This design comes from an exercise in tuning for small area on the open sky130 flow, not from production work.
The RTL was checked by simulation tests, not by an equivalence proof against the original design.
No activity file was given, so power comes from the tool's default toggle rates.

<file path="design.v">
`timescale 1 ns / 1 ps
module Shift_filter
				(
				i_clk,
				i_arst_n,
				i_filter,
				i_fop_fin,
				o_filter
				);
input	i_clk;
input	i_arst_n;
input 	[6:0]	i_fop_fin;
input	signed	[17:0]	i_filter;
output	reg signed	[17:0]	o_filter;
reg	[6:0]	phase;
reg		started;		 
reg	[3:0]	tap_k;
reg signed	[17:0]	hold_reg;
reg signed	[17:0]	ring [0:9];
reg signed	[24:0]	acc;
integer i;
wire	take = (phase == i_fop_fin);
always @(posedge i_clk, negedge i_arst_n) begin
	if (!i_arst_n) begin
		phase <= 0;
		started <= 0;
	end else begin
		phase <= take ? 7'd0 : phase + 1'b1;
		if (take)
			started <= 1;
	end
end
always @(posedge i_clk)
	if (!take)
		tap_k <= (tap_k == 0) ? 4'd9 : tap_k - 1'b1;
always @(posedge i_clk)
	if (take)
		hold_reg <= i_filter;
wire	early = ~|phase[6:4];
wire	first = early & (phase[3:0] == 4'd0);
wire	w_tap = early & (phase[3:0] >= 4'd1) & (phase[3:0] <= 4'd10);
wire	w_w0 = early & (phase[3:0] >= 4'd2) & (phase[3:0] <= 4'd11);
wire	w_h = first;
wire	k0 = (tap_k == 4'd0);
wire	k8 = (tap_k == 4'd9) | (tap_k == 4'd8) | (tap_k == 4'd2) | (tap_k == 4'd1);
wire	k11 = (tap_k == 4'd6) | (tap_k == 4'd4);
wire	k16 = (tap_k == 4'd5);
wire	kw0 = (tap_k == 4'd5) | (tap_k == 4'd3);
wire	ins = w_tap & k0;
wire	sel_h = started & ins;
wire	sel_r = started & ~ins;
always @(posedge i_clk) begin
	ring[0] <= ({18{sel_h}} & hold_reg) | ({18{sel_r}} & ring[9]);
	for (i = 1; i < 10; i = i + 1)
		ring[i] <= ring[i - 1];
end
wire signed	[17:0]	tap = ring[9];
wire signed	[17:0]	w0 = ring[0];
wire	p2 = w_tap & (k0 | k11);
wire	p3 = w_tap & k8;
wire	p_w0 = w_w0 & kw0;
wire	q_t = w_tap & k0;
wire	q4 = w_tap & (k11 | k16);
wire	[21:0]	p = ({22{p2}} & {{2{tap[17]}}, tap, 2'b0})
			| ({22{p3}} & {tap[17], tap, 3'b0})
			| ({22{p_w0}} & {{4{w0[17]}}, w0})
			| ({22{w_h}} & {{2{hold_reg[17]}}, hold_reg, 2'b0});
wire	[21:0]	q = ({22{q_t}} & {{4{tap[17]}}, tap})
			| ({22{q4}} & {tap, 4'b0})
			| ({22{w_h}} & {{4{hold_reg[17]}}, hold_reg});
wire	[24:0]	a = first ? 25'd16 : acc;
wire	[24:0]	b = ~{{3{p[21]}}, p};
wire	[24:0]	c = {{3{q[21]}}, q};
wire	[24:0]	s = a ^ b ^ c;
wire	[24:0]	m = (a & b) | (a & c) | (b & c);
reg	[1:0]	cs_pend;		 
reg	[1:0]	rc_pend;		 
wire	[24:0]	cy = {m[23:17], cs_pend[1], m[15:9], cs_pend[0], m[7:0], 1'b1};
wire	[24:0]	ci;
wire	[24:0]	sum = s ^ cy ^ ci;
wire	[24:0]	co = (s & cy) | (s & ci) | (cy & ci);
assign	ci = {co[23:17], rc_pend[1], co[15:9], rc_pend[0], co[7:0], 1'b0};
always @(posedge i_clk) begin
	acc <= sum;
	cs_pend <= {m[16], m[8]};
	rc_pend <= {co[16], co[8]};
end
wire	ovf = (acc[24:22] != 3'b000) && (acc[24:22] != 3'b111);
wire	load = started & ~early;
wire	keep_y = load & ~ovf;
wire	set_lo = load & ovf & ~acc[24];		 
wire	set_hi = load & ovf & acc[24];		 
wire	[17:0]	y = {acc[22:6], acc[5] & (|acc[4:0])};
always @(posedge i_clk, negedge i_arst_n)
	if (!i_arst_n)
		o_filter <= 0;
	else
		o_filter <= ({18{keep_y}} & y) | ({18{~load}} & o_filter) | {set_hi, {17{set_lo}}};
endmodule
</file>
<file path="flow/run.sh">
#!/bin/bash
# The standard layout (the standard.sh), with these changes to how it is made:
#  - Yosys's ABC step maps with an area-oriented script (flow/abc_area.script)
#    in place of ORFS's abc_area.script, in a copy of ORFS's scripts folder;
#  - in that copy, right after the full adders are mapped, flow/fa_polarity.py
#    picks for each full adder the polarity (a full adder is self-dual) that
#    leaves the fewest inverters between adders and flip-flops;
#  - the port buffers are plain buf_1 cells;
#  - clock tree synthesis runs with the options in flow/cts_args.
set -euo pipefail
rm -rf scripts_local
cp -r "$FLOW_HOME/scripts" scripts_local
cp flow/abc_area.script scripts_local/abc_area.script
python3 - scripts_local/synth.tcl <<'PY'
import sys
p = sys.argv[1]
s = open(p).read()
anchor = "# Technology mapping of latches"
hook = """# Full adders in the cheaper of their two polarities (flow/fa_polarity.py)
write_json $::env(RESULTS_DIR)/fa_polarity_in.json
puts [exec python3 $::env(FA_POLARITY_PY) $::env(RESULTS_DIR)/fa_polarity_in.json $::env(RESULTS_DIR)/fa_polarity_out.json]
design -reset
read_json $::env(RESULTS_DIR)/fa_polarity_out.json
hierarchy -top $::env(DESIGN_NAME)
opt_clean

"""
assert s.count(anchor) == 1
open(p, "w").write(s.replace(anchor, hook + anchor))
PY
export FA_POLARITY_PY="$PWD/flow/fa_polarity.py"
bash standard.sh "SCRIPTS_DIR=$PWD/scripts_local" \
	"BUFFER_PORTS_ARGS=-buffer_cell sky130_fd_sc_hd__buf_1" \
	"CTS_ARGS=$(cat flow/cts_args)" finish > standard_flow.log 2>&1
</file>
<file path="flow/abc_area.script">
&get -n
&st
&dch
&nf -R 1000
&put
</file>
<file path="flow/cts_args">
-sink_clustering_enable -repair_clock_nets -sink_clustering_size 40 -sink_clustering_max_diameter 60 -buf_list sky130_fd_sc_hd__clkbuf_16 -dont_use_dummy_load
</file>
<file path="flow/fa_polarity.py">
#!/usr/bin/env python3
"""Choose, for every sky130 full-adder cell in a Yosys JSON netlist, whether to
use it in its dual form (all three inputs and both outputs inverted; a full
adder is self-dual), so that as few inverters as possible are left where no
logic can absorb them: between two adder cells, or between an adder cell and a
flip-flop or half adder. The function of the netlist does not change. Inverters
are added as generic $_NOT_ cells, which the later ABC run merges or cancels."""
import json, sys

FA = "sky130_fd_sc_hd__fa_1"
NOT = "$_NOT_"
FA_IN = ("A", "B", "CIN")
FA_OUT = ("COUT", "SUM")

def main(src, dst):
    d = json.load(open(src))
    tops = [n for n, m in d["modules"].items() if m.get("attributes", {}).get("top")]
    mod = d["modules"][tops[0]] if tops else None
    if mod is None:
        mod = max(d["modules"].values(), key=lambda m: len(m.get("cells", {})))
    cells = mod["cells"]
    drv = {}
    loads = {}
    for cn, c in cells.items():
        for p, bits in c["connections"].items():
            direc = c.get("port_directions", {}).get(p, "input")
            for i, b in enumerate(bits):
                if isinstance(b, str):
                    continue
                if direc == "output":
                    drv[b] = (cn, p, i)
                else:
                    loads.setdefault(b, []).append((cn, p, i))
    ports_bits = set()
    for pn, pv in mod.get("ports", {}).items():
        for b in pv["bits"]:
            if not isinstance(b, str):
                ports_bits.add(b)

    def trace_back(b):
        """(root bit, number of NOTs) following NOT cells back from b."""
        k = 0
        while not isinstance(b, str) and b in drv and cells[drv[b][0]]["type"] == NOT:
            b = cells[drv[b][0]]["connections"]["A"][0]
            k += 1
        return b, k

    def hard_kind(cn):
        t = cells[cn]["type"]
        return t != NOT and (t == FA or "__ha_" in t or "df" in t or "edf" in t)

    fas = [cn for cn, c in cells.items() if c["type"] == FA]
    idx = {cn: i for i, cn in enumerate(fas)}
    edges = []
    for cn in fas:
        for p in FA_IN:
            b = cells[cn]["connections"][p][0]
            if isinstance(b, str):
                continue
            root, k = trace_back(b)
            if isinstance(root, str):
                continue
            if root in drv:
                rc = drv[root][0]
                if cells[rc]["type"] == FA:
                    edges.append((idx[rc], idx[cn], k))
                elif hard_kind(rc):
                    edges.append((None, idx[cn], k))
                else:
                    if k % 2:
                        pass  # inverter after logic: absorbable either way
            elif root in ports_bits:
                edges.append((None, idx[cn], k))
    # adder outputs into hard sinks other than adders (flip-flops, half adders)
    def forward(b, k, out):
        for (lc, lp, li) in loads.get(b, []):
            t = cells[lc]["type"]
            if t == NOT:
                forward(cells[lc]["connections"]["Y"][0], k + 1, out)
            elif t != FA and hard_kind(lc):
                out.append(k)
    for cn in fas:
        for p in FA_OUT:
            b = cells[cn]["connections"][p][0]
            ks = []
            forward(b, 0, ks)
            for k in ks:
                edges.append((idx[cn], None, k))
    f = [int(__import__("os").environ.get("FA_POLARITY_INIT", "0"))] * len(fas)
    def cost_of(i):
        c = 0
        for (a, bb, k) in adj[i]:
            fa = f[a] if a is not None else 0
            fb = f[bb] if bb is not None else 0
            c += (k + fa + fb) % 2
        return c
    adj = [[] for _ in fas]
    for e in edges:
        if e[0] is not None:
            adj[e[0]].append(e)
        if e[1] is not None and e[1] != e[0]:
            adj[e[1]].append(e)
    def total():
        s = 0
        for (a, bb, k) in edges:
            s += (k + (f[a] if a is not None else 0) + (f[bb] if bb is not None else 0)) % 2
        return s
    before = total()
    improved = True
    while improved:
        improved = False
        for i in range(len(fas)):
            c0 = cost_of(i)
            f[i] ^= 1
            if cost_of(i) < c0:
                improved = True
            else:
                f[i] ^= 1
    after = total()
    # rewrite flipped adders
    nxt = [max([b for c in cells.values() for bits in c["connections"].values() for b in bits if not isinstance(b, str)] + [1]) + 1]
    def newbit():
        nxt[0] += 1
        return nxt[0] - 1
    nnot = [0]
    def add_not(a, y):
        nnot[0] += 1
        cells[f"$fa_polarity_not${nnot[0]}"] = {
            "hide_name": 1, "type": NOT, "parameters": {}, "attributes": {},
            "port_directions": {"A": "input", "Y": "output"},
            "connections": {"A": [a], "Y": [y]}}
    flipped = 0
    for cn in fas:
        if not f[idx[cn]]:
            continue
        flipped += 1
        c = cells[cn]
        for p in FA_IN:
            b = c["connections"][p][0]
            if isinstance(b, str):
                nb = "1" if b == "0" else ("0" if b == "1" else b)
            elif b in drv and cells[drv[b][0]]["type"] == NOT:
                nb = cells[drv[b][0]]["connections"]["A"][0]
            else:
                nb = newbit()
                add_not(b, nb)
            c["connections"][p] = [nb]
        for p in FA_OUT:
            b = c["connections"][p][0]
            nb = newbit()
            c["connections"][p] = [nb]
            add_not(nb, b)
    sys.stdout.write(f"fa_polarity: {len(fas)} adders, {flipped} flipped, hard inversions {before} -> {after}\n")
    json.dump(d, open(dst, "w"))

if __name__ == "__main__":
    main(sys.argv[1], sys.argv[2])
</file>
<file path="standard.sh">
#!/bin/bash
# synth_recipe.tcl (not shown) runs the flow's synth.tcl, then flattens the netlist and writes it again
# the make line also repeats each setting of config.mk as NAME=value (left out here)
make -C /OpenROAD-flow-scripts/flow DESIGN_CONFIG=/design/flow/config.mk WORK_HOME=/design/flow/orfs CLKGATE_MAP_FILE= SYNTH_SCRIPT=/design/flow/synth_recipe.tcl "${@:-finish}"
</file>
<file path="config.mk">
export PLATFORM = sky130hd
export DESIGN_NAME = Shift_filter
export DESIGN_NICKNAME = Shift_filter
export VERILOG_FILES = /design/flow/design.v
export SDC_FILE = /design/flow/constraint.sdc
export NUM_CORES = 4
export LEC_CHECK = 0
export ABC_AREA = 1
export CAP_MARGIN = 0
export CORE_MARGIN = 2
export CORE_UTILIZATION = 65
export PLACE_DENSITY = 0.8
export SLEW_MARGIN = 0
</file>
<file path="constraint.sdc">
create_clock -name core_clock -period 7.0 [get_ports {i_clk}]
set_input_delay 1.4000 -clock core_clock [delete_from_list [all_inputs] [get_ports {i_clk}]]
set_output_delay 1.4000 -clock core_clock [all_outputs]
set_load 0.01 [all_outputs]
</file>
==> results of run 1 <==
==> final timing paths <==
check | start | endpoint | slack, ns | depth (start not counted)
min in group asynchronous | i_arst_n | o_filter[15] | 0.91 | 2
worst min register to register | ring[4][7] | ring[5][7] | 0.29 | 0
worst max-delay path | phase[1] | acc[24] | 0.61 | 17
max in group asynchronous | i_arst_n | started | 5.75 | 2
worst min-delay path | ring[4][7] | ring[5][7] | 0.29 | 0
worst max register to register | phase[1] | acc[24] | 0.61 | 17
==> logic make-up (layout without fill, tap and decap cells) <==
| logic type | count (synthesis) | count (layout) | share of synthesized area [%] |
|---|---|---|---|
| AND/OR/NAND/NOR | 116 | 116 | 7.07 |
| XOR/XNOR | 14 | 14 | 1.52 |
| multiplexers | 2 | 2 | 0.280 |
| AO/OA/AOI/OAI | 92 | 92 | 9.57 |
| flip-flops | 257 | 257 | 68.3 |
| buffers and inverters | 8 | 77 | 0.373 |
| adder cells (fa/ha/maj) | 55 | 55 | 12.9 |
==> power by group <==
| part | leakage (nW) | switching, mW | internal [mW] |
|---|---|---|---|
| logic | 1.04 | 0.574 | 0.488 |
| registers | 2.21 | 0.140 | 1.71 |
| clock network | 0.173 | 0.419 | 0.359 |
==> per-layer routing <==
| layer | share of wire [%] | up-vias | GRT usage, % |
|---|---|---|---|
| met5 | 0 | - | 0 |
| met2 | 50 | 164 | 40.7 |
| li1 | - | 2056 | - |
| met1 | 41 | 2207 | 30.6 |
| met4 | 3.9 | 0 | 8.43 |
| met3 | 5.5 | 37 | 2.69 |
==> layout make-up <==
type,count,area [um2],share of cell area (%)
Clock buffer,14,350,3.94
Inverter,8,30.0,0.338
Multi-Input combinational cell,279,2550,28.7
Sequential cell,257,5500,61.9
Tap cell,168,210,2.37
Timing Repair Buffer,55,248,2.79
==> through the flow <==
step / utilization (%) / hold WS, ns / setup WS (ns)
6_report: 73.6 / 0.291 / 0.609
5_1_grt: 73.6 / 0.288 / 0.290
4_1_cts: 73.6 / 0.291 / 0.622
3_5_place_dp: 70.7 / 0.312 / 0.625
3_3_place_gp: 70.7 / 0.310 / 0.767
2_1_floorplan: - / 0.310 / 0.542
==> synth_stat cells (3+ instances only) <==
library cell,n,share of area [%]
a21boi_0,5,0.47
a21oi_1,9,0.56
a221o_1,16,2.0
a222oi_1,16,2.0
a22o_1,22,2.4
a22oi_1,13,1.2
and2_0,34,2.6
clkinv_1,8,0.37
dfrtp_1,26,8.1
dfxtp_1,209,52
edfxtp_1,22,8.2
fa_1,47,12
ha_1,8,1.2
nand2_1,52,2.4
nand3_1,3,0.19
nor2_1,9,0.42
nor2b_1,4,0.31
nor3_1,5,0.31
o21ai_0,3,0.19
xnor2_1,9,0.98
xor2_1,5,0.54
==> notes.md, run 1 <==
- Required @ worst endpoint: ~7.4 ns
- Via count normalized by instance count: ~5.7
- Status: timing/DRC/antenna clean
- Area of the mapped netlist: between 0.008 and 0.009 mm2
- Maximum capacitance violations: 0
- Async set-or-reset flop fraction in the synthesized netlist: about a tenth
- Maximum fanout encountered on the critical timing path: 23
- Per-instance average area after synthesis: 14.8 um2
- Area enclosed by the die boundary: 0.0133 mm2
- Vertical die dimension: 115 um
- Top flop regs: ring (180), acc (25)
- Number of buffers created by CTS: 14
- Type of the worst setup path: flop to flop
- Number of instances in the synthesized netlist: 544
- Fraction of the cycle the final worst path needs: between 90% and 100%
- Share of layout cells above drive strength 1: roughly 4.7%
- Last weighted congestion value of the routability-driven placer: 0.866
- Number of gates resized after CTS: 0
- Count of final setup violators: 0
- Count of buffers from port buffering: 44
- Violation count after the first detailed-route iteration: 394
- Initial core utilization: approximately two thirds
- Cell type of the slowest stage on the worst timing path: fa_1
- Primary flip-flop cell chosen by synthesis mapping: dfxtp_1
- Max-slew violations: 0
- Total number of vias: ~4,500
- EDFF count, synth: 22
- Summed area of non-filler cells in the final layout: 0.00888 mm2
- Non-Filler Instances: between 700 and 800
- Transition time at the pin with the least slew margin: 1.27 ns
- TritonCTS clock tree: yes
- Worst setup EP type: flop
- Half-perimeter wire length after placement: 10,300 um
- RSZ-0062 raised after global routing: no
- Power per Cell Area: approximately 420 mW/mm2
- 1st-pass router iterations: 5
- Commonest non-fill, non-tap cells in the layout: dfxtp_1 (209), nand2_1 (52), fa_1 (47), buf_1 (44), and2_0 (34)
- Final wirelength: approximately 15,000 um
- Largest Register: ring
- Filler cell count in the final layout: between 800 and 900
- Setup fix buffers added after clock tree synthesis: 0
- PnR Total Power: roughly 3.7 mW
- Clock skew: roughly 0.058 ns
- Via count of the first global-routing pass: around 4,700
- Net count after synthesis: between 600 and 700
- Placement row count: 40
- Type of the worst min-delay path: flop to flop
- GRT Total Usage: around a quarter
- Most common cell after layout, fill and taps aside: dfxtp_1
- Clock latency of the later-clocked register in the worst-skew pair: around 0.5 ns
- Number of diodes added for antenna fixing: 0
- Chip Width: approximately 120 um
- Hold Violations, Final: 0
- Count of H-tree levels built during CTS: 1
- Startpoint kind of the worst setup timing path: flop
- Wire length of the first global-routing pass: about 24,000 um
- Largest vdd supply drop: 0.251 mV
- Number of synthesis warnings: 2
- Placement-stage cell area: around 0.0085 mm2
- Min Tclk post-route: 6.39 ns
- Post-route ant nets: 0
- Clk sinks: between 200 and 300
- Cell at the root of the clock tree: clkbuf_16
- Number of top-level design ports: between 40 and 50
- Grt total ovfl: 0
- Chain of cells forming the critical path: clkinv_1, ha_1, and3_1, nand2_1, a21boi_0, nand2_1, fa_1, fa_1, fa_1, fa_1, fa_1, fa_1, fa_1, fa_1, xor2_1, xnor2_1, xnor2_1
- Core region area: roughly 0.012 mm2
- Count of nets after finishing: 697
- Synth unique cells: 35
- Register area share after synthesis: about two thirds
- Number of hold-repair buffers added at the cts stage: 0
- Fmax: 156 MHz
- Sum Neg Setup Slack: 0 ns
- Count of buffering cells on the critical path with inverters included: 1
- Syn-to-layout area delta: 10.3%
- CP arrival: between 6 and 7 ns
- Post-detailed-route wirelength per cell: between 15 and 20 um
- Most frequent CP cell: fa_1
- Detailed-route DRC error count: 0
- Buffer depth of the longest clock path: 3
- Static leakage: approximately 3.4 nW
- Flop and latch count out of synthesis: between 200 and 300
- Highest cell delay on the worst timing path: roughly 0.5 ns
- Number of placed instances with taps included: 767
- Largest net degree at the start of global routing: 38
- Slew margin rel.: around 15%
- Antenna violations before repair: 0
- Worst path top cell family by delay: adder cells
- Number of flip-flops in the largest register: 180
- Clock input transition at the sequential cells of the worst setup and hold paths: around 0.12 ns
==> run 2: changes to the inputs <==
==> flow/cts_args (replaced) <==
-sink_clustering_enable -repair_clock_nets -sink_clustering_size 34 -sink_clustering_max_diameter 90 -buf_list sky130_fd_sc_hd__clkbuf_16 -root_buf sky130_fd_sc_hd__clkbuf_4 -tree_buf sky130_fd_sc_hd__clkbuf_4 -dont_use_dummy_load
==> run 2 against run 1 <==
Sequential power hardly changed. Clock power down about 20%. Register-to-register slack barely moved. Routed wire length down 1.9%. Sequential share of layout area increased by 0.90 points. Sequential cell count is the same. Via count decreased by 0.54%. Worst hold slack gained 0.012 ns. First-iteration DRC count decreased by 1.0%. Final cell count fell by 0.38%. Clock-buffer cell count shrank 3. Critical path type unchanged.
==> notes.md, run 2 <==
- Most frequent cells after synthesis: dfxtp_1 (209), nand2_1 (52), fa_1 (47)
- Final wirelength: 14,700 um
- Number of flip-flops in the largest register: between 150 and 200
- Via count of the first global-routing pass: between 4,000 and 5,000
- Number of gates resized after CTS: 0
- Core region area: roughly 0.012 mm2
- Cell at the root of the clock tree: clkbuf_4
- Post-detailed-route wirelength per cell: 18.9 um
- Commonest non-fill, non-tap cells in the layout: dfxtp_1 (209), nand2_1 (52), fa_1 (47), buf_1 (44), and2_0 (34)
- Clock skew: about 0.057 ns
- Clock input transition at the sequential cells of the worst setup and hold paths: around 0.12 ns
- GRT Total Usage: 23.0%
- Maximum capacitance violations: 0
- CP arrival: 6.86 ns
- Worst setup path endpoint: acc[16]
- Placement-stage cell area: between 0.008 and 0.009 mm2
- Endpoint of the lowest-slack register-to-register path: acc[16]
- Count of nets after finishing: approximately 690
- Hold Violations, Final: 0
- Placement row count: 40
- Summed area of non-filler cells in the final layout: about 0.0088 mm2
- Switching power: 1.11 mW
- Antenna violations before repair: 0
- TritonCTS clock tree: yes
- Static leakage: approximately 3.4 nW
- Required @ worst endpoint: around 7.5 ns
- Fraction of the cycle the final worst path needs: ~90%
- Wire length of the first global-routing pass: about 23,000 um
- Number of synthesis warnings: 2
- Count of final setup violators: 0
- Total number of vias: 4,440
- Logic pwr share: between 30% and 40%
- Number of diodes added for antenna fixing: 0
- EDFF count, synth: 22
- Sum Neg Setup Slack: 0 ns
- Chip Width: about 120 um
- Top area cells in the synthesized netlist: dfxtp_1 (52%), fa_1 (12%), edfxtp_1 (8.2%)
- Violation count after the first detailed-route iteration: 390
- Max-slew violations: 0
- Synth unique cells: 35
- Buffer depth of the longest clock path: 3
- Fraction of the core area covered by cells at the end of the flow: 72.6%
- Largest Register: ring
- Startpoint kind of the worst setup timing path: flop
- Detailed-route DRC error count: 0
- Grt total ovfl: 0
- Top flop regs: ring (180), acc (25)
- Relative contribution of sequential cells to total power: around 52%
- Half-perimeter wire length after placement: slightly above 10,000 um
- Net count after synthesis: between 600 and 700
- Internal power: between 2 and 2.5 mW
- Area leader, netlist: dfxtp_1
- Clk sinks: roughly 260
- Net Sw Frac: 31.3%
- Most repeated cell in the gate-level netlist after synthesis: dfxtp_1
- Worst reg-to-reg setup slack: a little over 0.6 ns
- Area of the mapped netlist: around 0.008 mm2
- RSZ-0062 raised after global routing: no
- Number of hold-repair buffers added at the cts stage: 0
- Primary flip-flop cell chosen by synthesis mapping: dfxtp_1
- Share of layout cells above drive strength 1: roughly 4.3%
- Clock latency of the later-clocked register in the worst-skew pair: 0.59 ns
- Per-instance average area after synthesis: between 10 and 15 um2
- Cell count of the worst reg-to-reg path: 16
- Post-route ant nets: 0
- Setup fix buffers added after clock tree synthesis: 0
- Power per Cell Area: 404 mW/mm2
- Post-place setup slack: 0.625 ns
- Maximum fanout encountered on the critical timing path: 11
- Register area share after synthesis: about two thirds
- Vertical die dimension: 115 um
- Largest net degree at the start of global routing: 35
- Count of buffers from port buffering: 44
- Largest vdd supply drop: around 0.25 mV
- Final worst slack: roughly 0.6 ns
- Fmax: about 160 MHz
- Last weighted congestion value of the routability-driven placer: roughly 0.87
- Number of top-level design ports: between 40 and 50
- Syn-to-layout area delta: 8.72%
- Status: timing/DRC/antenna clean
- Flop and latch count out of synthesis: approximately 260
- Area enclosed by the die boundary: ~0.013 mm2
- Initial core utilization: 66.8%
- 1st-pass router iterations: 9
- Proportion of power drawn by the clock network: roughly 18%
- Via count normalized by instance count: between 5 and 6
- Origin of the worst setup path: phase[5]
- Async set-or-reset flop fraction in the synthesized netlist: a little over 10%
- Number of instances in the synthesized netlist: 544
- Startpoint of the worst register-to-register path: phase[5]
- Worst setup EP type: flop
- Count of H-tree levels built during CTS: 1
- Area share of the largest cell type after synthesis: 52.0%
- Min Tclk post-route: around 6.4 ns
- Most common cell after layout, fill and taps aside: dfxtp_1
- Slew margin rel.: 18.4%
- Transition time at the pin with the least slew margin: about 1.2 ns
- Type of the worst setup path: flop to flop
- Type of the worst min-delay path: flop to flop
- Number of buffers created by CTS: 11
-- run 2: cell types whose count changed in the layout (fill, tap and decap cells not counted) --
cell | before | now
clkbuf_16 | 14 | 8
clkbuf_4 | 0 | 3
-- run 2: worst max-delay path, stage by stage, from the launching register on --
cell	delay (ns)
dfrtp_1	0.46
nor3_1	0.37
nand2_1	0.16
a311o_1	0.36
nor2_1	0.31
buf_4	0.26
a22oi_1	0.11
nand2_1	0.13
fa_1	0.41
fa_1	0.41
fa_1	0.46
fa_1	0.46
fa_1	0.46
fa_1	0.47
fa_1	0.46
fa_1	0.46
fa_1	0.50
-- run 2: cell families after synthesis --
| family | synth area share (%) |
|---|---|
| and+or+nand+nor | 7.07 |
| buffers and inverters | 0.373 |
| adders and majority gates | 12.9 |
| muxes | 0.280 |
| DFF | 68.3 |
| AOI/OAI and AO/OA | 9.57 |
| xor gates and xnor gates | 1.52 |
-- run 2: stage by stage --
step / hold WS, ns / power [mW] / instances
6_report: 0.303 / 3.53 / 778
2_1_floorplan: 0.310 / 2.61 / 544
3_5_place_dp: 0.312 / 2.95 / 767
5_1_grt: 0.297 / 3.78 / 778
3_3_place_gp: 0.310 / 2.86 / 767
4_1_cts: 0.301 / 3.56 / 778
-- run 2: power by group through the flow --
stage	clock, mW	sequential (mW)	combinational, mW
floorplan	0	1.87	0.736
global placement	0	1.87	0.989
detailed placement	0	1.89	1.06
CTS	0.632	1.85	1.08
global route	0.680	1.88	1.22
finish	0.620	1.85	1.06
-- run 2: metal layers --
| metal | global-route usage [%] | part of all wire, % | vias to the layer above |
|---|---|---|---|
| met5 | 0 | 0 | - |
| met4 | 8.11 | 3.4 | 0 |
| met3 | 3.69 | 5.0 | 41 |
| met2 | 39.4 | 51 | 150 |
| met1 | 30.0 | 41 | 2206 |
| li1 | - | - | 2043 |
-- run 2: cell type report --
| class | instances | area (um2) |
|---|---|---|
| sequential | 257 | 5500 |
| fill | 819 | 3310 |
| multi-input combinational | 279 | 2550 |
| timing repair buffer | 55 | 248 |
| clock buffer | 11 | 223 |
| tap | 168 | 210 |
| inverter | 8 | 30.0 |
-- run 2: how the worst min path moves through the flow --
stage | from | to | slack, ns | cells past startpoint
after CTS | ring[4][1] | ring[5][1] | 0.30 | 0
after global routing | ring[8][0] | ring[9][0] | 0.30 | 0
after global placement | ring[2][10] | ring[3][10] | 0.31 | 0
final | ring[4][1] | ring[5][1] | 0.30 | 0
after detailed placement | ring[8][11] | ring[9][11] | 0.31 | 0
after floorplan | ring[1][0] | ring[2][0] | 0.31 | 0
==> run 3: changes to the inputs <==
==> flow/cts_args (replaced) <==
-sink_clustering_enable -repair_clock_nets -sink_clustering_size 30 -sink_clustering_max_diameter 80 -buf_list sky130_fd_sc_hd__clkbuf_16 -dont_use_dummy_load
==> run 3 against run 2 <==
Still clean on timing, DRC and antenna. Final cell count increased by 0.13%. Combinational power about the same. Area after synthesis unchanged. Via count increased by 0.92%. Die area unchanged. Worst hold slack got worse by 0.0011 ns. Clock-buffer cell count increased by 1. Final area increased by 0.89%. Routed wire length increased by 0.56%. Clock power increased by 15%. Critical endpoint is now acc[24].
==> notes.md, run 3 <==
- Status: timing/DRC/antenna clean
- Commonest non-fill, non-tap cells in the layout: dfxtp_1 (209), nand2_1 (52), fa_1 (47), buf_1 (44), and2_0 (34)
- Most repeated cell in the gate-level netlist after synthesis: dfxtp_1
- Async set-or-reset flop fraction in the synthesized netlist: 10.1%
- Count of H-tree levels built during CTS: 1
- Half-perimeter wire length after placement: approximately 10,000 um
- Count of final setup violators: 0
- Total number of vias: roughly 4,500
- Min Tclk post-route: between 6 and 7 ns
- Startpoint kind of the worst setup timing path: flop
- Area of the mapped netlist: approximately 0.0081 mm2
- Maximum fanout encountered on the critical timing path: 23
- CP arrival: slightly below 7 ns
- Largest vdd supply drop: 0.245 mV
- Area share of the largest cell type after synthesis: between 50% and 60%
- Violation count after the first detailed-route iteration: ~440
- Sum Neg Setup Slack: 0 ns
- Register area share after synthesis: 68.3%
- Max-slew violations: 0
- Multi-input gate area: approximately 0.0025 mm2
- Slew margin rel.: 18.9%
- Wire length of the first global-routing pass: 23,500 um
- 1st-pass router iterations: 8
- Number of synthesis warnings: 2
- Last weighted congestion value of the routability-driven placer: between 0.8 and 0.9
- Via count normalized by instance count: approximately 5.8
- Worst reg-to-reg setup slack: roughly 0.61 ns
- Type of the worst min-delay path: flop to flop
- Endpoint of the lowest-slack register-to-register path: acc[24]
- Number of hold-repair buffers added at the cts stage: 0
- Net count after synthesis: 626
- Final worst hold slack: a little over 0.3 ns
- Via count of the first global-routing pass: between 4,000 and 5,000
- Initial core utilization: 66.8%
- Top area cells in the synthesized netlist: dfxtp_1 (52%), fa_1 (12%), edfxtp_1 (8.2%)
- RSZ-0062 raised after global routing: no
- Post-detailed-route wirelength per cell: about 19 um
- Fraction of the cycle the final worst path needs: between 90 and 100%
- Post-route ant nets: 0
- Number of instances in the synthesized netlist: 544
- Count of nets after finishing: 695
- Post-place setup slack: 0.625 ns
- Per-instance average area after synthesis: between 10 and 15 um2
- Count of buffers from port buffering: 44
- Number of top-level design ports: 45
- Startpoint of the worst register-to-register path: phase[1]
- Setup fix buffers added after clock tree synthesis: 0
- Number of diodes added for antenna fixing: 0
- Number of flip-flops in the largest register: 180
- Primary flip-flop cell chosen by synthesis mapping: dfxtp_1
- Area enclosed by the die boundary: around 0.013 mm2
- Cell count of the worst reg-to-reg path: 17
- Worst hold path stage count: 0
- Top flop regs: ring (180), acc (25)
- Sequential standard cell area: approximately 0.0055 mm2
- Clock input transition at the sequential cells of the worst setup and hold paths: between 0.1 and 0.15 ns
- Synth unique cells: 35
- Share of layout cells above drive strength 1: under 10%
- Clock latency of the later-clocked register in the worst-skew pair: between 0.4 and 0.5 ns
- EDFF count, synth: 22
- Cell at the root of the clock tree: clkbuf_16
- Type of the worst setup path: flop to flop
- Placement row count: 40
- Chip Width: approximately 120 um
- Power per Cell Area: 411 mW/mm2
- Worst setup EP type: flop
- Number of buffers created by CTS: 12
- Clock skew: about 0.061 ns
- Core region area: 0.0121 mm2
- GRT Total Usage: roughly 23%
- Largest Register: ring
- Most frequent cells after synthesis: dfxtp_1 (209), nand2_1 (52), fa_1 (47)
- Required @ worst endpoint: between 7 and 8 ns
- Final worst slack: slightly above 0.6 ns
- Filler cell count in the final layout: 805
- Final wirelength: 14,800 um
- Maximum capacitance violations: 0
- Grt total ovfl: 0
- Number of gates resized after CTS: 0
- Transition time at the pin with the least slew margin: between 1 and 1.5 ns
- Buffer depth of the longest clock path: 3
- Hold Path End: ring[8][0]
- Detailed-route DRC error count: 0
- Largest net degree at the start of global routing: 31
- Area leader, netlist: dfxtp_1
- Flop and latch count out of synthesis: around 260
- Hold Violations, Final: 0
- Vertical die dimension: roughly 120 um
- Antenna violations before repair: 0
- Min-delay src: ring[7][0]
- Clk sinks: about 260
- Static leakage: 3.40 nW
- Fmax: roughly 160 MHz
- Most common cell after layout, fill and taps aside: dfxtp_1
- TritonCTS clock tree: yes
- Syn-to-layout area delta: 9.68%
==> run 3: final cells by class <==
class | count | share of cell area [%]
clock buffer | 12 | 3.40
inverter | 8 | 0.340
multi-input combinational | 279 | 28.8
sequential | 257 | 62.2
tap | 168 | 2.38
timing repair buffer | 55 | 2.81
==> run 3: kinds of logic (layout without fill, tap and decap cells) <==
group	after synthesis	count (layout)	synth area share [%]
buf+inv	8	75	0.373
xor+xnor	14	14	1.52
simple gates	116	116	7.07
flops	257	257	68.3
mux	2	2	0.280
compound gates	92	92	9.57
fa+ha+maj	55	55	12.9
==> run 3: worst max-delay path, cell delays in order, from the launching register on <==
cell,delay (ns)
dfrtp_1,0.46
clkinv_1,0.18
ha_1,0.24
and3_1,0.43
nand2_1,0.21
a21boi_0,0.50
nand2_1,0.17
fa_1,0.51
fa_1,0.41
fa_1,0.47
fa_1,0.47
fa_1,0.47
fa_1,0.46
fa_1,0.46
fa_1,0.44
xor2_1,0.18
xnor2_1,0.14
xnor2_1,0.15
==> run 3: routing by layer <==
layer	track usage, %	part of all wire, %	vias to the layer above
li1	-	-	2043
met1	30.2	41	2223
met2	40.4	50	173
met3	3.27	4.7	42
met4	8.03	3.8	0
met5	0	0	-
==> run 3: worst max path at each step <==
stage	depth (start not counted)	start	slack, ns	to
CTS	17	phase[1]	0.64	acc[24]
global placement	16	phase[5]	0.77	acc[16]
global route	17	phase[1]	0.29	acc[24]
floorplan	15	phase[5]	0.54	acc[16]
finish	17	phase[1]	0.61	acc[24]
detailed placement	17	phase[1]	0.63	acc[24]
==> run 3: stage by stage <==
step                utilization (%)  cells  total power [mW]  cell area [um2]
floorplan                         -    544              2.61             8050
global placement               70.7    767              2.86             8530
detailed placement             70.7    767              2.95             8530
CTS                            73.2    779              3.65             8830
global route                   73.2    779              3.87             8830
finish                         73.2    779              3.63             8830
==> run 3: where the power goes <==
| group | internal [mW] | switching, mW | total, mW |
|---|---|---|---|
| clock | 0.310 | 0.403 | 0.713 |
| combinational | 0.490 | 0.576 | 1.07 |
| sequential | 1.71 | 0.139 | 1.85 |
==> run 4: changes to the inputs <==
--- a/design.v
+++ b/design.v
@@ -69,8 +69,8 @@
 			| ({22{q4}} & {tap, 4'b0})
 			| ({22{w_h}} & {{4{hold_reg[17]}}, hold_reg});
 wire	[24:0]	a = first ? 25'd16 : acc;
-wire	[24:0]	b = ~{{3{p[21]}}, p};
-wire	[24:0]	c = {{3{q[21]}}, q};
+wire	[24:0]	b = {3'b111, p[21], ~p[20:0]};
+wire	[24:0]	c = {3'b000, ~q[21], q[20:0]};
 wire	[24:0]	s = a ^ b ^ c;
 wire	[24:0]	m = (a & b) | (a & c) | (b & c);
 reg	[1:0]	cs_pend;		 
==> flow/cts_args (replaced) <==
-sink_clustering_enable -repair_clock_nets -sink_clustering_size 30 -sink_clustering_max_diameter 80 -buf_list sky130_fd_sc_hd__clkbuf_16 -root_buf sky130_fd_sc_hd__clkbuf_4 -tree_buf sky130_fd_sc_hd__clkbuf_4 -dont_use_dummy_load
==> run 4 against run 3 <==
Sequential power is essentially flat. Register-to-register slack worse by 0.04 ns. Via count decreased by 1.9%. Critical path type unchanged. Clock skew grew 0.024 ns. Routed wire length down 1.4%. Largest cell class unchanged. Synthesized cell count down 0.92%. Final cell count fell by 3.3%. Maximum frequency is 0.65% lower. Clock power fell by 8.7%. First-iteration DRC count is 20% lower. Worst hold slack lost 0.062 ns.
==> notes.md, run 4 <==
- Maximum fanout encountered on the critical timing path: 12
- Area enclosed by the die boundary: about 0.013 mm2
- Number of hold-repair buffers added at the cts stage: 0
- Power per Cell Area: around 410 mW/mm2
- Slew margin rel.: between 10 and 15%
- Post-detailed-route wirelength per cell: around 19 um
- Hold Path End: ring[8][17]
- Static leakage: 3.37 nW
- Wire length of the first global-routing pass: about 23,000 um
- Largest vdd supply drop: 0.223 mV
- Number of synthesis warnings: 2
- Register area share after synthesis: between 60 and 70%
- Violation count after the first detailed-route iteration: approximately 350
- Hold Violations, Final: 0
- GRT Total Usage: 22.8%
- Most frequent cells after synthesis: dfxtp_1 (209), fa_1 (45), nand2_1 (45)
- Chip Width: 115 um
- Most repeated cell in the gate-level netlist after synthesis: dfxtp_1
- Last weighted congestion value of the routability-driven placer: 0.878
- Number of buffers created by CTS: 12
- TritonCTS clock tree: yes
- Placement row count: 40
- Placement-stage cell area: about 0.0084 mm2
- Fraction of the cycle the final worst path needs: 91.9%
- Fraction of the core area covered by cells at the end of the flow: a little over 70%
- Synth unique cells: 35
- Top flop regs: ring (180), acc (25)
- Setup fix buffers added after clock tree synthesis: 0
- Most common cell after layout, fill and taps aside: dfxtp_1
- Endpoint of the lowest-slack register-to-register path: acc[24]
- Total number of vias: 4,394
- Type of the worst setup path: flop to flop
- Min Tclk post-route: 6.43 ns
- Syn-to-layout area delta: 8.71%
- Number of instances in the synthesized netlist: 539
- Count of buffers from port buffering: 44
- Core region area: 0.0120 mm2
- Initial core utilization: around two thirds
- Area of the mapped netlist: 0.00800 mm2
- Startpoint kind of the worst setup timing path: flop
- Sum Neg Setup Slack: 0 ns
- Count of H-tree levels built during CTS: 1
- Commonest non-fill, non-tap cells in the layout: dfxtp_1 (209), nand2_1 (45), fa_1 (45), buf_1 (43), dfrtp_1 (26)
- Cell count of the worst reg-to-reg path: 16
- Max-slew violations: 0
- Number of top-level design ports: 45
- Final wirelength: between 10,000 and 15,000 um
- Via count normalized by instance count: 5.84
- CP arrival: 6.98 ns
- Worst reg-to-reg setup slack: around 0.57 ns
- Top area cells in the synthesized netlist: dfxtp_1 (52%), fa_1 (11%), edfxtp_1 (8.3%)
- Half-perimeter wire length after placement: about 10,000 um
- Number of flip-flops in the largest register: 180
- Status: timing/DRC/antenna clean
- Filler cell count in the final layout: 800
- Async set-or-reset flop fraction in the synthesized netlist: 10.1%
- Flop and latch count out of synthesis: 257
- EDFF count, synth: 22
- Count of nets after finishing: between 600 and 700
- Fmax: 156 MHz
- Summed area of non-filler cells in the final layout: approximately 0.0087 mm2
- Number of gates resized after CTS: 0
- Vertical die dimension: around 110 um
- Largest Register: ring
- Clk sinks: between 200 and 300
- Post-route ant nets: 0
- RSZ-0062 raised after global routing: no
- Share of layout cells above drive strength 1: 4.46%
- Largest net degree at the start of global routing: 31
- Type of the worst min-delay path: flop to flop
- Primary flip-flop cell chosen by synthesis mapping: dfxtp_1
- Net count after synthesis: 619
- Grt total ovfl: 0
- Maximum capacitance violations: 0
- Antenna violations before repair: 1
- Clock input transition at the sequential cells of the worst setup and hold paths: between 0.1 and 0.15 ns
- Per-instance average area after synthesis: between 10 and 15 um2
- Min-delay src: ring[7][17]
- 1st-pass router iterations: 5
- Clock latency of the later-clocked register in the worst-skew pair: approximately 0.6 ns
- Cell at the root of the clock tree: clkbuf_4
- Area share of the largest cell type after synthesis: between 50% and 60%
- Worst hold path stage count: 0
- Transition time at the pin with the least slew margin: 1.30 ns
- Worst setup EP type: flop
- Required @ worst endpoint: 7.55 ns
- Count of final setup violators: 0
- Startpoint of the worst register-to-register path: phase[0]
- Clock skew: 0.0855 ns
- Area leader, netlist: dfxtp_1
- Buffer depth of the longest clock path: 3
- Via count of the first global-routing pass: around 4,500
- Detailed-route DRC error count: 0
==> run 4: changes by cell type after synthesis, sizes merged, moves of 2 or more <==
cell / before / now
nor2b: 4 / 25
nand2: 52 / 45
clkinv: 8 / 12
a22oi: 13 / 11
a21boi: 5 / 7
fa: 47 / 45
and2: 34 / 9
==> run 4: cell families (layout without fill, tap and decap cells) <==
logic type	after synthesis	after routing	share of synthesized area (%)
AOI/OAI and AO/OA	96	96	9.98
xor gates and xnor gates	12	12	1.31
muxes	2	2	0.282
adders and majority gates	53	53	12.5
and+or+nand+nor	107	107	6.63
DFF	257	257	68.7
buffers and inverters	12	78	0.563
other	0	1	0
==> run 4: layer usage <==
layer / track usage [%] / routed length, um / vias up
li1: - / - / 2029
met1: 30.9 / 6360 / 2179
met2: 38.0 / 7000 / 157
met3: 3.27 / 837 / 29
met4: 8.59 / 416 / 0
met5: 0 / 0 / -
==> run 4: per-stage QoR <==
| stage | hold WS (ns) | instances | power (mW) | setup slack, ns |
|---|---|---|---|---|
| 2_1_floorplan | 0.310 | 539 | 2.58 | 0.597 |
| 3_3_place_gp | 0.310 | 740 | 2.83 | 0.825 |
| 3_5_place_dp | 0.312 | 740 | 2.92 | 0.573 |
| 4_1_cts | 0.245 | 752 | 3.57 | 0.614 |
| 5_1_grt | 0.246 | 753 | 3.79 | 0.111 |
| 6_report | 0.240 | 753 | 3.55 | 0.570 |
==> run 4: worst max path at each step <==
stage,from,end,slack [ns]
global placement,phase[5],acc[16],0.83
CTS,phase[0],acc[24],0.61
detailed placement,phase[0],acc[24],0.57
global route,phase[0],acc[24],0.11
floorplan,tap_k[1],acc[16],0.60
finish,phase[0],acc[24],0.57
==> run 4: worst max-delay path, cell delays in order, from the launching register on <==
cell	delay [ns]
dfrtp_1	0.48
clkinv_1	0.13
ha_1	0.20
o21ai_0	0.48
nor2_1	0.30
buf_4	0.27
a21boi_0	0.50
nand2_1	0.17
fa_1	0.52
fa_1	0.40
fa_1	0.45
fa_1	0.46
fa_1	0.47
fa_1	0.49
fa_1	0.47
fa_1	0.44
xnor2_1	0.17
==> run 4: power by group <==
| group | switching, mW | internal, mW | total (mW) |
|---|---|---|---|
| clock | 0.400 | 0.250 | 0.651 |
| sequential | 0.147 | 1.71 | 1.86 |
| combinational | 0.558 | 0.477 | 1.04 |
==> run 4: area by class of cell <==
cell class	instances	area, um2	area share (%)
sequential	257	5500	63.2
multi-input combinational	270	2480	28.5
clock buffer	12	248	2.85
timing repair buffer	54	241	2.78
tap	147	184	2.12
inverter	12	45.0	0.518
antenna	1	2.50	0.0288
==> run 5: changes to the inputs <==
--- a/design.v
+++ b/design.v
@@ -41,6 +41,7 @@
 wire	w_tap = early & (phase[3:0] >= 4'd1) & (phase[3:0] <= 4'd10);
 wire	w_w0 = early & (phase[3:0] >= 4'd2) & (phase[3:0] <= 4'd11);
 wire	w_h = first;
+wire	bias = early & (phase[3:0] == 4'd12);
 wire	k0 = (tap_k == 4'd0);
 wire	k8 = (tap_k == 4'd9) | (tap_k == 4'd8) | (tap_k == 4'd2) | (tap_k == 4'd1);
 wire	k11 = (tap_k == 4'd6) | (tap_k == 4'd4);
@@ -63,12 +64,12 @@
 wire	q4 = w_tap & (k11 | k16);
 wire	[21:0]	p = ({22{p2}} & {{2{tap[17]}}, tap, 2'b0})
 			| ({22{p3}} & {tap[17], tap, 3'b0})
-			| ({22{p_w0}} & {{4{w0[17]}}, w0})
-			| ({22{w_h}} & {{2{hold_reg[17]}}, hold_reg, 2'b0});
+			| ({22{p_w0}} & {{4{w0[17]}}, w0});
 wire	[21:0]	q = ({22{q_t}} & {{4{tap[17]}}, tap})
 			| ({22{q4}} & {tap, 4'b0})
-			| ({22{w_h}} & {{4{hold_reg[17]}}, hold_reg});
-wire	[24:0]	a = first ? 25'd16 : acc;
+			| ({22{w_h}} & {{4{hold_reg[17]}}, hold_reg})
+			| {17'd0, bias, 4'd0};
+wire	[24:0]	a = first ? ~{{5{hold_reg[17]}}, hold_reg, 2'b00} : acc;
 wire	[24:0]	b = {3'b111, p[21], ~p[20:0]};
 wire	[24:0]	c = {3'b000, ~q[21], q[20:0]};
 wire	[24:0]	s = a ^ b ^ c;
@@ -79,7 +80,7 @@
 wire	[24:0]	ci;
 wire	[24:0]	sum = s ^ cy ^ ci;
 wire	[24:0]	co = (s & cy) | (s & ci) | (cy & ci);
-assign	ci = {co[23:17], rc_pend[1], co[15:9], rc_pend[0], co[7:0], 1'b0};
+assign	ci = {co[23:17], rc_pend[1], co[15:9], rc_pend[0], co[7:0], first};
 always @(posedge i_clk) begin
 	acc <= sum;
 	cs_pend <= {m[16], m[8]};
--- a/config.mk
+++ b/config.mk
@@ -8,6 +8,6 @@
 export ABC_AREA = 1
 export CAP_MARGIN = 0
 export CORE_MARGIN = 2
-export CORE_UTILIZATION = 65
-export PLACE_DENSITY = 0.8
+export CORE_UTILIZATION = 75
+export PLACE_DENSITY = 0.9
 export SLEW_MARGIN = 0
==> run 5 against run 4 <==
Sequential power hardly changed. Largest power group unchanged. Worst hold slack worse by 0.0010 ns. Maximum frequency is 1.1% lower. Combinational power is 13% higher. Sequential share of layout area is 0.31 points higher. Area after synthesis is 0.61% lower. First-iteration DRC count is 100% higher. Utilization is 11 points higher. Global-route usage is 8.9 points higher. Highest routed layer unchanged.
==> notes.md, run 5 <==
- Multi-input gate area: 0.00239 mm2
- Chain of cells forming the critical path: nor3_1, nand2_1, a31oi_1, o21ai_0, nor2_1, a22oi_1, fa_1, ha_1, clkinv_1, fa_1, fa_1, fa_1, fa_1, fa_1, fa_1, fa_1, fa_1
- Final wirelength: between 15,000 and 20,000 um
- Startpoint kind of the worst setup timing path: flop
- Met3 layer usage reported by global route: 6.08%
- Setup fix buffers added after clock tree synthesis: 0
- Half-perimeter wire length after placement: between 10,000 and 15,000 um
- Status: timing/DRC/antenna clean
- Sum Neg Setup Slack: 0 ns
- Primary flip-flop cell chosen by synthesis mapping: dfxtp_1
- Endpoint of the lowest-slack register-to-register path: acc[8]
- Count of buffers from port buffering: 44
- Summed area of non-filler cells in the final layout: slightly below 0.009 mm2
- Initial core utilization: roughly three quarters
- Number of synthesis warnings: 2
- Cell type of the slowest stage on the worst timing path: fa_1
- Fraction of the cycle the final worst path needs: 92.9%
- Max-slew violations: 0
- Area of the mapped netlist: between 0.007 and 0.008 mm2
- Top flop regs: ring (180), acc (25)
- Last weighted congestion value of the routability-driven placer: around 0.83
- Non-Filler Instances: 736
- TritonCTS clock tree: yes
- Most frequent CP cell: fa_1
- Total number of vias: between 4,000 and 5,000
- Worst setup EP type: flop
- Global-route track usage on met2: approximately 49%
- Required @ worst endpoint: between 7 and 8 ns
- Hold Violations, Final: 0
- Clock input transition at the sequential cells of the worst setup and hold paths: 0.12 ns
- Maximum fanout encountered on the critical timing path: 6
- Vertical die dimension: 107 um
- Post-route ant nets: 0
- Detailed-route DRC error count: 0
- Power per Cell Area: approximately 430 mW/mm2
- Fmax: 154 MHz
- Most frequent cells after synthesis: dfxtp_1 (209), fa_1 (45), a222oi_1 (29)
- Buffer depth of the longest clock path: 3
- Grt total ovfl: 0
- Number of instances in the synthesized netlist: between 500 and 600
- Transition time at the pin with the least slew margin: roughly 1.3 ns
- Count of H-tree levels built during CTS: 1
- Chip Width: between 100 and 150 um
- Number of buffers created by CTS: 12
- Worst setup path endpoint: acc[8]
- Clock skew: roughly 0.084 ns
- EDFF count, synth: 22
- Core region area: roughly 0.010 mm2
- Static leakage: about 3.3 nW
- Largest net degree at the start of global routing: 37
- Most repeated cell in the gate-level netlist after synthesis: dfxtp_1
- RSZ-0062 raised after global routing: no
- Largest vdd supply drop: roughly 0.34 mV
- Commonest non-fill, non-tap cells in the layout: dfxtp_1 (209), fa_1 (45), buf_1 (44), a222oi_1 (29), nor2_1 (27)
- Placement-stage cell area: around 0.0084 mm2
- Synth unique cells: 34
- Clk sinks: between 200 and 300
- Cell count of the worst reg-to-reg path: 17
- Maximum capacitance violations: 0
- Net count after synthesis: between 600 and 700
- Count of nets after finishing: approximately 680
- Type of the worst min-delay path: flop to flop
- Area share of the largest cell type after synthesis: about 53%
- Global-route met1 utilization: 42.9%
- Number of top-level design ports: between 40 and 50
- Most congested layer reported by global routing: met2
- Cell at the root of the clock tree: clkbuf_4
- Share of layout cells above drive strength 1: around 5.0%
- Count of final setup violators: 0
- Startpoint of the worst register-to-register path: phase[4]
- Highest cell delay on the worst timing path: 0.56 ns
- Slew margin rel.: 10.9%
- Wire length of the first global-routing pass: 27,500 um
- Top area cells in the synthesized netlist: dfxtp_1 (53%), fa_1 (11%), edfxtp_1 (8.3%)
- Antenna violations before repair: 0
- Via count of the first global-routing pass: 5,151
- Worst reg-to-reg setup slack: between 0.4 and 0.5 ns
- Via count normalized by instance count: roughly 6.6
- Number of flip-flops in the largest register: 180
- Area leader, netlist: dfxtp_1
- CP arrival: ~7 ns
- Per-instance average area after synthesis: approximately 15 um2
- Flop and latch count out of synthesis: about 260
- Placement row count: 37
- Register area share after synthesis: between 60 and 70%
- Number of placed instances with taps included: approximately 720
- GRT Total Usage: a little under a third
- Filler cell count in the final layout: around 500
- Number of gates resized after CTS: 0
- Clock latency of the later-clocked register in the worst-skew pair: a little over 0.6 ns
- Violation count after the first detailed-route iteration: between 700 and 800
- Origin of the worst setup path: phase[4]
- 1st-pass router iterations: 7
- Min Tclk post-route: between 6 and 7 ns
- Async set-or-reset flop fraction in the synthesized netlist: 10.1%
- Most common cell after layout, fill and taps aside: dfxtp_1
- Type of the worst setup path: flop to flop
- Number of hold-repair buffers added at the cts stage: 0
- Number of diodes added for antenna fixing: 0
- Sequential standard cell area: about 0.0055 mm2
- Area enclosed by the die boundary: 0.0114 mm2
- Largest Register: ring
- Fraction of the core area covered by cells at the end of the flow: a little over four fifths
- Post-detailed-route wirelength per cell: around 23 um
- Syn-to-layout area delta: 8.85%
## run 5: worst min path at each step
stage / from / endpoint / slack, ns / cells past startpoint
floorplan: ring[1][0] / ring[2][0] / 0.31 / 0
global placement: ring[3][9] / ring[4][9] / 0.31 / 0
detailed placement: ring[8][14] / ring[9][14] / 0.31 / 0
CTS: ring[8][17] / ring[9][17] / 0.24 / 0
global route: ring[8][17] / ring[9][17] / 0.25 / 0
finish: ring[8][17] / ring[9][17] / 0.24 / 0
## run 5: area by class of cell
class | count | area share, %
Inverter | 24 | 1.04
Tap cell | 136 | 1.97
Timing Repair Buffer | 57 | 3.04
Sequential cell | 257 | 63.5
Clock buffer | 12 | 2.86
Multi-Input combinational cell | 250 | 27.6
## run 5: power breakdown
group	total, mW	switching (mW)	internal (mW)	leakage [nW]
clock	0.658	0.407	0.250	0.125
sequential	1.88	0.169	1.71	2.21
combinational	1.17	0.658	0.510	0.966
total	3.71	1.23	2.47	3.30
## run 5: cells by family (layout without fill, tap and decap cells)
logic type,count (synthesis),after routing,synth area share [%]
compound gates,113,113,11.5
xor+xnor,12,12,1.32
fa+ha+maj,54,54,12.7
buf+inv,24,93,1.13
flops,257,257,69.1
mux,2,2,0.283
simple gates,69,69,3.92
## run 5: worst max-delay path, delay by kind of cell (launching register included)
family,cells,cell delay [ns]
compound gates,3,0.51
fa+ha+maj,10,4.51
buf+inv,1,0.08
flops,1,0.45
simple gates,3,0.83
## run 5: layer usage
layer / wire, um / part of all wire (%)
met4: 1190 / 6.9
met5: 0 / 0
met1: 6300 / 37
met3: 1600 / 9.3
met2: 8060 / 47
## run 5: per-stage QoR
stage	worst slack [ns]	hold slack, ns	power (mW)
floorplan	0.281	0.310	2.59
global placement	0.856	0.310	2.84
detailed placement	0.588	0.312	2.99
CTS	0.555	0.243	3.68
global route	0.218	0.251	3.89
finish	0.498	0.239	3.71
==> run 6: changes to the inputs <==
--- a/config.mk
+++ b/config.mk
@@ -8,6 +8,6 @@
 export ABC_AREA = 1
 export CAP_MARGIN = 0
 export CORE_MARGIN = 2
-export CORE_UTILIZATION = 75
-export PLACE_DENSITY = 0.9
+export CORE_UTILIZATION = 55
+export PLACE_DENSITY = 0.7
 export SLEW_MARGIN = 0
==> run 6 against run 5 <==
Maximum frequency shrank 0.45%. Final cell count up 5.7%. Via count fell by 8.7%. Combinational power fell by about 10%. Die area rose by 35%. Synthesized cell count unchanged. Clock power decreased by 2%. Critical path depth is the same. Register-to-register slack worse by 0.03 ns. First-iteration DRC count down 38%. Final area increased by 0.51%. Critical endpoint unchanged. Highest routed layer unchanged.
==> notes.md, run 6 <==
- Violation count after the first detailed-route iteration: roughly 440
- Vertical die dimension: 124 um
- Min Tclk post-route: between 6 and 7 ns
- Area leader, netlist: dfxtp_1
- Antenna violations before repair: 0
- Count of buffering cells on the critical path with inverters included: 1
- Number of synthesis warnings: 2
- Largest net degree at the start of global routing: 31
- Largest Register: ring
- Largest vdd supply drop: 0.253 mV
- PnR Total Power: between 3 and 4 mW
- Hold Violations, Final: 0
- Number of gates resized after CTS: 0
- Fraction of the cycle the final worst path needs: 93.3%
- Hold Path End: ring[8][17]
- Sum Neg Setup Slack: 0 ns
- Placement row count: 43
- Net Sw Frac: about a third
- Clock latency of the later-clocked register in the worst-skew pair: between 0.6 and 0.7 ns
- Proportion of power drawn by the clock network: between 15 and 20%
- Net count after synthesis: 612
- Most frequent cells after synthesis: dfxtp_1 (209), fa_1 (45), a222oi_1 (29)
- Routed length on met3: 905 um
- Buffer depth of the longest clock path: 3
- Clk sinks: ~260
- Top area cells in the synthesized netlist: dfxtp_1 (53%), fa_1 (11%), edfxtp_1 (8.3%)
- Cell type of the slowest stage on the worst timing path: fa_1
- Min-delay src: ring[7][17]
- Register area share after synthesis: between 60% and 70%
- Uppermost metal layer occupied by signal nets: met4
- Flop and latch count out of synthesis: around 260
- Worst hold path stage count: 0
- Per-instance average area after synthesis: 15.0 um2
- Count of nets after finishing: about 680
- Half-perimeter wire length after placement: 9860 um
- Detailed-route DRC error count: 0
- GRT Total Usage: a little under a fifth
- Endpoint of the lowest-slack register-to-register path: acc[8]
- Filler cell count in the final layout: around 1,100
- Worst setup EP type: flop
- Number of diodes added for antenna fixing: 0
- Required @ worst endpoint: 7.49 ns
- Chip Width: 124 um
- Total number of vias: 4,416
- Fmax: between 150 and 200 MHz
- Via count normalized by instance count: roughly 5.7
- Post-detailed-route wirelength per cell: around 19 um
- Number of buffers created by CTS: 12
- Area of the mapped netlist: around 0.0079 mm2
- Share of layout cells above drive strength 1: about 5.0%
- Transition time at the pin with the least slew margin: 1.26 ns
- Power per Cell Area: 410 mW/mm2
- Wire length of the first global-routing pass: roughly 24,000 um
- Core region area: 0.0140 mm2
- Count of buffers from port buffering: 44
- Number of instances in the synthesized netlist: between 500 and 600
- Worst reg-to-reg setup slack: ~0.47 ns
- Clock skew: 0.0578 ns
- Post-route ant nets: 0
- Fraction of the core area covered by cells at the end of the flow: around 62%
- Count of final setup violators: 0
- Maximum fanout encountered on the critical timing path: 6
- Highest cell delay on the worst timing path: around 0.56 ns
- Routed length on met1: ~6600 um
- Top flop regs: ring (180), acc (25)
- Max-slew violations: 0
- Commonest non-fill, non-tap cells in the layout: dfxtp_1 (209), fa_1 (45), buf_1 (43), a222oi_1 (29), nor2_1 (27)
- Clock input transition at the sequential cells of the worst setup and hold paths: about 0.10 ns
- Slew margin rel.: between 10% and 20%
- Maximum capacitance violations: 0
- RSZ-0062 raised after global routing: no
- Synth unique cells: 34
- Type of the worst setup path: flop to flop
- Internal power: about 2.4 mW
- Number of flip-flops in the largest register: between 150 and 200
- Setup fix buffers added after clock tree synthesis: 0
- Startpoint of the worst register-to-register path: phase[4]
- Switching power: about 1.1 mW
- Number of hold-repair buffers added at the cts stage: 0
- Status: timing/DRC/antenna clean
- Via count of the first global-routing pass: roughly 4,500
- Cell at the root of the clock tree: clkbuf_4
- Initial core utilization: 56.8%
- CP arrival: 7.02 ns
- Primary flip-flop cell chosen by synthesis mapping: dfxtp_1
- Startpoint kind of the worst setup timing path: flop
- TritonCTS clock tree: yes
- Static leakage: approximately 3.3 nW
- Cell count of the worst reg-to-reg path: 17
- Most repeated cell in the gate-level netlist after synthesis: dfxtp_1
- Logic pwr share: approximately 30%
- Area enclosed by the die boundary: roughly 0.015 mm2
- Syn-to-layout area delta: 9.40%
- Relative contribution of sequential cells to total power: between 50% and 60%
- Number of top-level design ports: 45
- Met2 routed WL: approximately 6800 um
- Final wirelength: roughly 15,000 um
- Chain of cells forming the critical path: nor3_1, nand2_1, a31oi_1, o21ai_0, nor2_1, a22oi_1, fa_1, ha_1, clkinv_1, fa_1, fa_1, fa_1, fa_1, fa_1, fa_1, fa_1, fa_1
- Worst path top cell family by delay: adder cells
- Most common cell after layout, fill and taps aside: dfxtp_1
- Grt total ovfl: 0
- Area share of the largest cell type after synthesis: approximately 53%
- Count of H-tree levels built during CTS: 1
- Type of the worst min-delay path: flop to flop
- EDFF count, synth: 22
- Last weighted congestion value of the routability-driven placer: 0.855
- Async set-or-reset flop fraction in the synthesized netlist: about a tenth
- 1st-pass router iterations: 6
- Most frequent CP cell: fa_1
[run 6: cell count changes in the layout (fill, tap and decap cells not counted), sizes merged]
| cell | before | now |
|---|---|---|
| buf | 57 | 54 |
| clkbuf | 12 | 13 |
[run 6: worst max-delay path by stage]
stage,slack (ns),endpoint,cells after the start,startpoint
after floorplan,0.28,acc[8],14,phase[4]
after global placement,0.66,acc[8],17,phase[4]
after detailed placement,0.41,acc[8],17,phase[4]
after CTS,0.49,acc[8],17,phase[4]
after global routing,0.13,acc[8],17,phase[4]
final,0.47,acc[8],17,phase[4]
[run 6: cell type report]
type / count / area, um2 / share of cell area, %
Clock buffer: 12 / 248 / 2.85
Inverter: 24 / 90.1 / 1.04
Multi-Input combinational cell: 250 / 2390 / 27.5
Sequential cell: 257 / 5500 / 63.2
Tap cell: 180 / 225 / 2.59
Timing Repair Buffer: 55 / 249 / 2.86
[run 6: cell families (layout without fill, tap and decap cells)]
logic type / Yosys count / count (layout) / synth area share, %
adders and majority gates: 54 / 54 / 12.7
AOI/OAI and AO/OA: 113 / 113 / 11.5
and+or+nand+nor: 69 / 69 / 3.92
buffers and inverters: 24 / 91 / 1.13
xor gates and xnor gates: 12 / 12 / 1.32
muxes: 2 / 2 / 0.283
DFF: 257 / 257 / 69.1
[run 6: through the flow]
stage	area (um2)	worst slack [ns]	hold WS, ns	cells
floorplan	7950	0.281	0.310	531
global placement	8450	0.663	0.310	766
detailed placement	8450	0.407	0.312	766
CTS	8700	0.489	0.304	778
global route	8700	0.134	0.302	778
finish	8700	0.469	0.302	778
[run 6: power by group through the flow]
stage / sequential, mW / combinational (mW) / clock, mW
final: 1.86 / 1.05 / 0.647
after global routing: 1.88 / 1.19 / 0.719
after CTS: 1.86 / 1.07 / 0.670
after detailed placement: 1.90 / 1.06 / 0
after global placement: 1.88 / 0.975 / 0
after floorplan: 1.88 / 0.717 / 0
[run 6: metal layers]
layer | up-vias | GRT usage [%]
li1 | 2037 | -
met1 | 2192 | 27.3
met2 | 161 | 30.1
met3 | 26 | 3.23
met4 | 0 | 5.42
met5 | - | 0
==> run 7: changes to the inputs <==
--- a/config.mk
+++ b/config.mk
@@ -8,6 +8,7 @@
 export ABC_AREA = 1
 export CAP_MARGIN = 0
 export CORE_MARGIN = 2
-export CORE_UTILIZATION = 55
-export PLACE_DENSITY = 0.7
+export CORE_UTILIZATION = 65
+export GPL_TIMING_DRIVEN = 0
+export PLACE_DENSITY = 0.8
 export SLEW_MARGIN = 0
==> run 7 against run 6 <==
Final cell count fell by 4.6%. Critical path type unchanged. Still clean on timing, DRC and antenna. Clock skew rose by 0.015 ns. Final area barely moved. Synthesized cell count did not move.
==> notes.md, run 7 <==
- Status: timing/DRC/antenna clean
- Fmax: between 100 and 150 MHz
- Maximum fanout encountered on the critical timing path: 13
- CP arrival: roughly 7.2 ns
- Number of diodes added for antenna fixing: 0
- Via count normalized by instance count: about 6.1
- Async set-or-reset flop fraction in the synthesized netlist: 10.1%
- Hold Violations, Final: 0
- Flop and latch count out of synthesis: 257
- Slew margin rel.: roughly 18%
- Antenna violations before repair: 0
- Required @ worst endpoint: 7.50 ns
- Initial core utilization: between 60 and 70%
- Startpoint kind of the worst setup timing path: flop
- Count of H-tree levels built during CTS: 1
- Largest net degree at the start of global routing: 34
- Relative contribution of sequential cells to total power: approximately 52%
- Register area share after synthesis: roughly 69%
- Number of buffers created by CTS: 12
- Fraction of the cycle the final worst path needs: about 96%
- Final wirelength: between 10,000 and 15,000 um
- Commonest non-fill, non-tap cells in the layout: dfxtp_1 (209), fa_1 (45), buf_1 (43), a222oi_1 (29)
- Most frequent cells after synthesis: dfxtp_1 (209), fa_1 (45), a222oi_1 (29)
- Worst hold path stage count: 0
- Clock latency of the later-clocked register in the worst-skew pair: approximately 0.61 ns
- Top flop regs: ring (180), acc (25)
- Number of synthesis warnings: 2
- Largest vdd supply drop: between 0.2 and 0.3 mV
- Clk sinks: 257
- Core region area: between 0.01 and 0.015 mm2
- Share of layout cells above drive strength 1: under 10%
- Endpoint of the lowest-slack register-to-register path: acc[16]
- Most repeated cell in the gate-level netlist after synthesis: dfxtp_1
- Setup fix buffers added after clock tree synthesis: 0
- Number of placed instances with taps included: 730
- Per-instance average area after synthesis: about 15 um2
- TritonCTS clock tree: yes
- Area share of the largest cell type after synthesis: between 50% and 60%
- Net Sw Frac: roughly a third
- Final worst slack: between 0.2 and 0.3 ns
- Startpoint of the worst register-to-register path: phase[0]
- Grt total ovfl: 0
- Type of the worst min-delay path: flop to flop
- Primary flip-flop cell chosen by synthesis mapping: dfxtp_1
- Clock input transition at the sequential cells of the worst setup and hold paths: around 0.11 ns
- Worst reg-to-reg setup slack: 0.27 ns
- GRT Total Usage: between 20 and 25%
- Count of nets after finishing: roughly 680
- Proportion of power drawn by the clock network: a little under a fifth
- Min-delay src: ring[1][6]
- Net count after synthesis: 612
- Cell count of the worst reg-to-reg path: 18
- Count of final setup violators: 0
- Post-route ant nets: 0
- Syn-to-layout area delta: 9.33%
- PnR Total Power: around 3.6 mW
- Buffer depth of the longest clock path: 3
- Detailed-route DRC error count: 0
- Top area cells in the synthesized netlist: dfxtp_1 (53%), fa_1 (11%), edfxtp_1 (8.3%)
- Internal power: ~2.4 mW
- Switching power: between 1 and 1.5 mW
- Last weighted congestion value of the routability-driven placer: roughly 0.9
- Number of instances in the synthesized netlist: around 530
- Number of top-level design ports: 45
- Synth unique cells: 34
- Maximum capacitance violations: 0
- RSZ-0062 raised after global routing: no
- Post-detailed-route wirelength per cell: just under 20 um
- 1st-pass router iterations: 9
- Post-place setup slack: -0.576 ns
- Most common cell after layout, fill and taps aside: dfxtp_1
- Max-slew violations: 0
- Count of buffers from port buffering: 44
- Vertical die dimension: 115 um
- Static leakage: approximately 3.3 nW
- Non-Filler Instances: 742
- Number of flip-flops in the largest register: 180
- Logic pwr share: between 20% and 30%
- Violation count after the first detailed-route iteration: between 500 and 600
- EDFF count, synth: 22
- Largest Register: ring
- Via count of the first global-routing pass: about 4,700
- Worst setup EP type: flop
- Placement row count: 40
- Half-perimeter wire length after placement: about 10,000 um
- Area leader, netlist: dfxtp_1
- Area of the mapped netlist: roughly 0.008 mm2
- Area enclosed by the die boundary: ~0.013 mm2
- Type of the worst setup path: flop to flop
- Wire length of the first global-routing pass: about 24,000 um
- Total number of vias: approximately 4,500
- Power per Cell Area: 412 mW/mm2
- Hold Path End: ring[2][6]
- Transition time at the pin with the least slew margin: approximately 1.2 ns
- Clock skew: between 0.07 and 0.08 ns
- Chip Width: ~110 um
- Min Tclk post-route: approximately 6.7 ns
- Cell at the root of the clock tree: clkbuf_4
run 7: metrics by stage:
stage | area [um2] | utilization (%) | hold WS, ns | TNS (ns)
after floorplan | 7950 | - | 0.310 | 0
after global placement | 8300 | 69.4 | 0.310 | -2.73
after detailed placement | 8420 | 70.4 | 0.312 | -1.71
after CTS | 8680 | 72.6 | 0.282 | 0
after global routing | 8690 | 72.7 | 0.312 | 0
final | 8690 | 72.7 | 0.292 | 0
run 7: power groups by stage:
stage	Sequential, mW	Clock, mW	Combinational (mW)
after global placement	1.89	0	0.934
final	1.87	0.646	1.06
after global routing	1.89	0.715	1.21
after detailed placement	1.90	0	1.05
after floorplan	1.88	0	0.717
after CTS	1.87	0.662	1.06
run 7: cell families after synthesis:
logic type / share of synthesized area [%]
flops: 69.1
compound gates: 11.5
simple gates: 3.92
fa+ha+maj: 12.7
buf+inv: 1.13
xor+xnor: 1.32
mux: 0.283
run 7: critical path: stages, from the launching register on:
cell and delay (ns):
dfrtp_1 0.52, clkinv_1 0.16, ha_1 0.23, clkinv_1 0.04, a31oi_1 0.07, o21ai_1 0.33, a21oi_1 0.29, buf_4 0.28
a222oi_1 0.34, clkinv_1 0.16, fa_1 0.50, fa_1 0.40, fa_1 0.46, fa_1 0.47, fa_1 0.46, fa_1 0.47
fa_1 0.48, fa_1 0.48, fa_1 0.50
run 7: metal layers:
layer / global-route usage (%) / share of wire, %
met5: 0 / 0
met4: 8.37 / 3.4
met3: 4.87 / 8.4
met2: 39.0 / 49
met1: 29.8 / 39
run 7: final cells by class:
type,count,area [um2]
multi-input cells,250,2420
fillers,795,3270
repair buffers,52,258
inverters,24,90.1
clock buffers,12,248
well taps,147,184
flip-flops and latches,257,5500
run 7: timing repair:
item,4_1_cts,5_1_grt
hold buffers,0,0
setup endpoints to repair,7,4
resized for setup,2,4
hold endpoints to repair,0,0
pin swaps,0,1
run 7: how the worst max path moves through the flow:
stage / startpoint / to / slack (ns)
final: phase[0] / acc[16] / 0.27
after global routing: phase[0] / acc[16] / 0.01
after CTS: phase[1] / acc[16] / 0.13
after detailed placement: phase[4] / acc[8] / -0.58
after global placement: phase[4] / acc[16] / -0.64
after floorplan: phase[4] / acc[8] / 0.28

Setup slack of run 7, layout unchanged: 0.271 ns with ideal ports, 0.271 ns with driving cells assumed (clock clkbuf_16, inputs buf_2), 0.271 ns with port delays also shifted by the 0.613 ns mid clock arrival.
